What follows belongs to an exercise in optimizing a design on an open flow for small area, a short achievable clock period and few clock cycles; a production flow would make more cautious choices. Function was checked by simulation only, so behaviour that the tests miss may differ from the original.

// Top
module Top(CLK, SLOW_CLOCK_STRB, ARST_L, SYS_OUT, OUT_VALID, MEM_ADDR, MEM_WDATA, MEM_WE, MEM_RDATA);
make LEC_CHECK=0 ABC_AREA=1 CAP_MARGIN=20 CORE_MARGIN=2 CORE_UTILIZATION=40 SETUP_SLACK_MARGIN=5 SLEW_MARGIN=20 finish   # period 10.0 ns
run.sh (not shown) runs the stock make flow with config.mk's settings and CLKGATE_MAP_FILE= SYNTH_SCRIPT=/design/flow/synth_recipe.tcl, a recipe that flattens the netlist after the stock synthesis.
The starting point produced a clean layout.
Testbench counts at the start, summed over its fixed seeds: cycles 62,938.
==> next run, changes <==
--- a/flow/design.v
+++ b/flow/design.v
@@ -1,7 +1,7 @@
-module mul8(input [7:0] a, input [7:0] b, output [15:0] p);
+module mul8rows(input [7:0] a, input [7:0] b, output [15:0] ra, output [15:0] rb);
 wire [63:0] pp;
 assign pp[0] = a[0] & b[0];
 assign pp[1] = a[1] & b[0];
 assign pp[2] = a[2] & b[0];
 assign pp[3] = a[3] & b[0];
 assign pp[4] = a[4] & b[0];
@@ -229,15 +229,14 @@
 assign t81 = t40 ^ t59 ^ t58;
 assign t82 = (t40 & t59) | (t40 & t58) | (t59 & t58);
 wire t83;
 wire t84;
 assign t83 = pp[62] ^ pp[55] ^ t60;
 assign t84 = (pp[62] & pp[55]) | (pp[62] & t60) | (pp[55] & t60);
-wire [15:0] ra = {1'b0, t84, t82, t80, t78, t76, t74, t72, t70, t68, t66, t64, t62, t61, pp[1], pp[0]};
-wire [15:0] rb = {1'b0, pp[63], t83, t81, t79, t77, t75, t73, t71, t69, t67, t65, t63, pp[2], pp[8], 1'b0};
-assign p = ra + rb;
+assign ra = {1'b0, t84, t82, t80, t78, t76, t74, t72, t70, t68, t66, t64, t62, t61, pp[1], pp[0]};
+assign rb = {1'b0, pp[63], t83, t81, t79, t77, t75, t73, t71, t69, t67, t65, t63, pp[2], pp[8], 1'b0};
 endmodule
 module Top(CLK, SLOW_CLOCK_STRB, ARST_L, SYS_OUT, OUT_VALID, MEM_ADDR, MEM_WDATA, MEM_WE, MEM_RDATA);
 input CLK, SLOW_CLOCK_STRB, ARST_L;
 output reg [15:0] SYS_OUT;
 output reg OUT_VALID;
 output [7:0] MEM_ADDR;
@@ -315,36 +314,45 @@
 reg [15:0] a_rev, shl;
 integer i;
 always @(*) for (i = 0; i < 16; i = i + 1) a_rev[i] = a[15 - i];
 wire [15:0] sh_in = lsl ? a_rev : a;
 wire [15:0] shr = big ? 16'h0000 : (sh_in >> b[3:0]);
 always @(*) for (i = 0; i < 16; i = i + 1) shl[i] = shr[15 - i];
-wire [15:0] prod;
-mul8 mul(.a(a[7:0]), .b(b[7:0]), .p(prod));
-wire cmp_op = lsl | (op == 4'h9);
+wire [15:0] pra, prb;
+mul8rows mul(.a(a[7:0]), .b(b[7:0]), .ra(pra), .rb(prb));
+wire mulop = (op == 4'h9);
+wire cmp_op = lsl | mulop;
 reg [15:0] tmp_q;
-always @(posedge CLK) tmp_q <= (op == 4'h9) ? prod : shl;
-wire mc_stall = ex & cmp_op & ~mc;    
+reg [14:1] tmp2_q;
+always @(posedge CLK) begin
+    tmp_q <= pra;
+    tmp2_q <= prb[14:1];
+end
+wire [15:0] t2 = tmp_q + {1'b0, tmp2_q, 1'b0};
+wire mc_stall = ex & mulop & ~mc;     
+wire [15:0] cres = lsl ? shl : t2;
 wire addsub = (op == 4'h4) | sub;
 reg [15:0] res;
 always @(*) begin
-    if (addsub) res = sum[15:0];
-    else if (cmp_op) res = tmp_q;
+    if (is_mov) res = {8'h00, imm};
+    else if (addsub) res = sum[15:0];
+    else if (cmp_op) res = cres;
     else res = shr;
 end
-wire z_flag = addsub ? zsum : cmp_op ? ~|tmp_q : ~|shr;
-wire c_flag = (op == 4'h4) ? sum[16] : cmp_op ? ((tmp_q < a) | (tmp_q < b)) : 1'b0;
+wire z_flag = addsub ? zsum : cmp_op ? ~|cres : ~|shr;
+wire c_flag = (op == 4'h4) ? sum[16] : cmp_op ? ((cres < a) | (cres < b)) : 1'b0;
 wire v_flag = ((op == 4'h4) | cmp_op) ? (a[15] ^ b[15] ^ res[15]) : 1'b0;
 wire [3:0] new_flags = {res[15], z_flag, c_flag, v_flag};
-wire [15:0] wval = is_mov ? {8'h00, imm} : res;
+wire [15:0] wval = res;
 wire [1:0] wsel = is_mov ? fy : fd;
 wire done = ex & ~mc_stall;
 wire wr_ex = done & (is_alu | is_mov);
 wire hold = rf | mc_stall;
-wire [7:0] fetch_addr = pcd + {7'b0, ~hold};
-assign MEM_ADDR = memop ? b[7:0] : taken ? imm : fetch_addr;
+wire [7:0] pcd1 = pcd + 8'd1;
+wire [7:0] fetch_addr = hold ? pcd : pcd1;
+assign MEM_ADDR = taken ? imm : memop ? b[7:0] : fetch_addr;
 assign MEM_WE = ex & is_str;
 assign MEM_WDATA = a;
 wire str_hit = ex & is_str & dv & (b[7:0] == pcd);
 always @(posedge CLK, negedge ARST_L) begin
     if (!ARST_L) begin
         r0 <= 16'h0; r1 <= 16'h0; r2 <= 16'h0; r3 <= 16'h0;
Outcome:
- final area goes down by 2.1%
- worst setup slack is worse by 0.0046 ns
- critical path depth goes down by 3
- area after synthesis goes up by 3.6%
- sequential cell count goes up by 13
- die area goes up by 3.5%
Testbench counts after the change, summed over its fixed seeds: cycles 60,994.

---

Another version of the RTL of Top (not shown whole).
Size: ~1,300 cells after synthesis, ~140 flip-flops, about 0.012 mm² of cells after synthesis.
==> module Top, before the edit <==
module Top(CLK, SLOW_CLOCK_STRB, ARST_L, SYS_OUT, OUT_VALID, MEM_ADDR, MEM_WDATA, MEM_WE, MEM_RDATA);
input CLK, SLOW_CLOCK_STRB, ARST_L;
output reg [15:0] SYS_OUT;
output reg OUT_VALID;
output [7:0] MEM_ADDR;
output [15:0] MEM_WDATA;
output MEM_WE;
input [15:0] MEM_RDATA;
wire en = SLOW_CLOCK_STRB;
reg [15:0] r0, r1, r2, r3;
reg [3:0] flags;           
reg [7:0] pcd;             
reg dv;                    
reg [15:0] ir;             
reg iv;                    
reg ldp;                   
reg [1:0] ldx;             
reg rf;                    
reg mc;                    
wire [3:0] op = ir[15:12];
wire [1:0] fx = ir[11:10];
wire [1:0] fy = ir[9:8];
wire [1:0] fd = ir[7:6];
wire [7:0] imm = ir[7:0];
wire ex = iv & ~ldp;
wire is_ldr = (op == 4'h0);
wire is_str = (op == 4'h1);
wire is_mov = (op == 4'h2) & (fx == 2'b00);
wire is_alu = (op >= 4'h4) & (op <= 4'h9);
wire is_br  = (op == 4'hE);
wire is_out = (op == 4'hF);
reg [15:0] a, b;
always @(*) begin
    case (fx)
        2'd0: a = r0;
        2'd1: a = r1;
        2'd2: a = r2;
        default: a = r3;
    endcase
    case (fy)
        2'd0: b = r0;
        2'd1: b = r1;
        2'd2: b = r2;
        default: b = r3;
    endcase
end
wire fN = flags[3], fZ = flags[2], fC = flags[1], fV = flags[0];
reg cond;
always @(*) begin
    case (ir[11:8])
        4'h0: cond = 1'b1;
        4'h1: cond = fZ;
        4'h2: cond = ~fZ;
        4'h3: cond = fC;
        4'h4: cond = ~fC;
        4'h5: cond = fN;
        4'h6: cond = ~fN;
        4'h7: cond = fV;
        4'h8: cond = ~fV;
        4'h9: cond = ~fZ & fC;
        4'hA: cond = fZ | fC;
        4'hB: cond = (fN == fV);
        4'hC: cond = (fN != fV);
        4'hD: cond = (fN == fV) & ~fZ;
        4'hE: cond = (fN != fV) & fZ;
        default: cond = 1'b0;
    endcase
end
wire taken = ex & is_br & cond;
wire memop = ex & (is_ldr | is_str);
wire sub = (op == 4'h5);
wire [15:0] bx = b ^ {16{sub}};
wire [16:0] sum = {1'b0, a} + {1'b0, bx} + {16'b0, sub};
wire zsum = &((a ^ bx) ~^ {a[14:0] | bx[14:0], sub});
wire big = |b[15:4];
wire lsl = (op == 4'h6);
reg [15:0] a_rev, shl;
integer i;
always @(*) for (i = 0; i < 16; i = i + 1) a_rev[i] = a[15 - i];
wire [15:0] sh_in = lsl ? a_rev : a;
wire [15:0] shr = big ? 16'h0000 : (sh_in >> b[3:0]);
always @(*) for (i = 0; i < 16; i = i + 1) shl[i] = shr[15 - i];
wire [15:0] pra, prb;
mul8rows mul(.a(a[7:0]), .b(b[7:0]), .ra(pra), .rb(prb));
wire mulop = (op == 4'h9);
wire cmp_op = lsl | mulop;
wire [8:0] plo = {1'b0, pra[7:0]} + {1'b0, prb[7:0]};
reg [7:0] plo_q;
reg pc8_q;
reg [14:8] pha_q, phb_q;
always @(posedge CLK) begin
    plo_q <= plo[7:0];
    pc8_q <= plo[8];
    pha_q <= pra[14:8];
    phb_q <= prb[14:8];
end
wire [7:0] phi = {1'b0, pha_q} + {1'b0, phb_q} + {7'b0, pc8_q};
wire [15:0] t2 = {phi, plo_q};
wire mc_stall = ex & mulop & ~mc;     
wire [15:0] cres = lsl ? shl : t2;
wire addsub = (op == 4'h4) | sub;
reg [15:0] res;
always @(*) begin
    if (is_mov) res = {8'h00, imm};
    else if (addsub) res = sum[15:0];
    else if (cmp_op) res = cres;
    else res = shr;
end
wire z_flag = addsub ? zsum : cmp_op ? ~|cres : ~|shr;
wire c_flag = (op == 4'h4) ? sum[16] : cmp_op ? ((cres < a) | (cres < b)) : 1'b0;
wire v_flag = ((op == 4'h4) | cmp_op) ? (a[15] ^ b[15] ^ res[15]) : 1'b0;
wire [3:0] new_flags = {res[15], z_flag, c_flag, v_flag};
wire [15:0] wval = res;
wire [1:0] wsel = is_mov ? fy : fd;
wire done = ex & ~mc_stall;
wire wr_ex = done & (is_alu | is_mov);
wire hold = rf | mc_stall;
wire [7:0] pcd1 = pcd + 8'd1;
wire [7:0] fetch_addr = hold ? pcd : pcd1;
assign MEM_ADDR = taken ? imm : memop ? b[7:0] : fetch_addr;
assign MEM_WE = ex & is_str;
assign MEM_WDATA = a;
wire str_hit = ex & is_str & dv & (b[7:0] == pcd);
always @(posedge CLK, negedge ARST_L) begin
    if (!ARST_L) begin
        r0 <= 16'h0; r1 <= 16'h0; r2 <= 16'h0; r3 <= 16'h0;
    end else if (en) begin
        if ((wr_ex && wsel == 2'd0) || (ldp && ldx == 2'd0)) r0 <= ldp ? MEM_RDATA : wval;
        if ((wr_ex && wsel == 2'd1) || (ldp && ldx == 2'd1)) r1 <= ldp ? MEM_RDATA : wval;
        if ((wr_ex && wsel == 2'd2) || (ldp && ldx == 2'd2)) r2 <= ldp ? MEM_RDATA : wval;
        if ((wr_ex && wsel == 2'd3) || (ldp && ldx == 2'd3)) r3 <= ldp ? MEM_RDATA : wval;
    end
end
always @(posedge CLK, negedge ARST_L) begin
    if (!ARST_L) begin
        flags <= 4'h0;
        pcd <= 8'hFF;
        dv <= 1'b0;
        iv <= 1'b0;
        ldp <= 1'b0;
        rf <= 1'b0;
        mc <= 1'b0;
        SYS_OUT <= 16'h0;
    end else if (en) begin
        if (done & is_alu) flags <= new_flags;
        if (!memop) pcd <= MEM_ADDR;
        if (!mc_stall) dv <= ~memop;
        if (!iv || done) iv <= dv & ~taken & ~str_hit;
        mc <= mc_stall;
        ldp <= ex & is_ldr;
        rf <= str_hit;
        if (ex & is_out) SYS_OUT <= (fx == 2'b00) ? b : 16'h0000;
    end
end
always @(posedge CLK) begin
    if (en) begin
        if (!iv || done) ir <= MEM_RDATA;
        if (ex) ldx <= fx;
    end
end
always @(posedge CLK, negedge ARST_L) begin
    if (!ARST_L)
        OUT_VALID <= 1'b0;
    else
        OUT_VALID <= ex & is_out & en;
end
endmodule
make LEC_CHECK=0 CAP_MARGIN=20 CORE_MARGIN=2 CORE_UTILIZATION=40 CTS_BUF_LIST=sky130_fd_sc_hd__clkbuf_8 SETUP_SLACK_MARGIN=5 SLEW_MARGIN=20 finish   # period 10.0 ns
Testbench counts at the start, summed over its fixed seeds: cycles 60,994.
Rerun with:
--- a/flow/design.v
+++ b/flow/design.v
@@ -318,24 +318,19 @@
 wire [15:0] shr = big ? 16'h0000 : (sh_in >> b[3:0]);
 always @(*) for (i = 0; i < 16; i = i + 1) shl[i] = shr[15 - i];
 wire [15:0] pra, prb;
 mul8rows mul(.a(a[7:0]), .b(b[7:0]), .ra(pra), .rb(prb));
 wire mulop = (op == 4'h9);
 wire cmp_op = lsl | mulop;
-wire [8:0] plo = {1'b0, pra[7:0]} + {1'b0, prb[7:0]};
-reg [7:0] plo_q;
-reg pc8_q;
-reg [14:8] pha_q, phb_q;
+reg [15:0] tmp_q;
+reg [14:1] tmp2_q;
 always @(posedge CLK) begin
-    plo_q <= plo[7:0];
-    pc8_q <= plo[8];
-    pha_q <= pra[14:8];
-    phb_q <= prb[14:8];
+    tmp_q <= pra;
+    tmp2_q <= prb[14:1];
 end
-wire [7:0] phi = {1'b0, pha_q} + {1'b0, phb_q} + {7'b0, pc8_q};
-wire [15:0] t2 = {phi, plo_q};
+wire [15:0] t2 = tmp_q + {1'b0, tmp2_q, 1'b0};
 wire mc_stall = ex & mulop & ~mc;     
 wire [15:0] cres = lsl ? shl : t2;
 wire addsub = (op == 4'h4) | sub;
 reg [15:0] res;
 always @(*) begin
     if (is_mov) res = {8'h00, imm};
Outcome:
- first-iteration DRC count is lower by a few percent
- cell area is higher by a few percent
- utilization is about the same
- count of clock-buffer cells in the layout stays the same
- worst setup slack improved by 0.063 ns
- via count is higher by a few percent
- worst hold slack barely changes
- synthesized area is higher by a few percent
- synthesized cell count is higher by a few percent
- routed wire length is higher slightly
Testbench counts after the change, summed over its fixed seeds: cycles 60,994.

port drivers added, routing unchanged:
No port has a modelled driver above. Below, the same layouts with a new extraction and two added sets of constraints.
Step 1 sets driving cells, clkbuf_16 on the clock port and buf_2 on the other inputs (assumed; they add their load-dependent delay and slew).
Step 2 adds t to the input delays and takes it off the output delays; t is the mean of the earliest and latest rising clock arrival at the registers after step 1. Input paths then give back, and output paths get back, about the clock's delay inside the block.
Three values: ideal ports, drivers, drivers and shift; two values: the first two.
| run | shift t [ns] | slack for setup (ns) | latest minus earliest clock arrival (ns) | worst register clock-pin slew, ns | pins driven straight from the clock port |
|---|---|---|---|---|---|
| the first run of note 1 | 0.475 | 5.029 / 4.983 / 5.065 | 0.013 / 0.013 | 0.07 / 0.07 | 1 |
| the second run of note 1 | 0.491 | 5.025 / 4.975 / 5.118 | 0.019 / 0.019 | 0.08 / 0.08 | 1 |
| the first run of note 2 | 0.516 | 4.963 / 4.920 / 4.854 | 0.028 / 0.028 | 0.12 / 0.12 | 1 |
| the second run of note 2 | 0.522 | 5.026 / 4.983 / 5.062 | 0.031 / 0.031 | 0.12 / 0.12 | 1 |
After both steps every run listed still meets setup and hold. The setup slack of the first run of note 2, which loses most, moves by -0.043 ns with the drivers and by -0.109 ns with both steps.
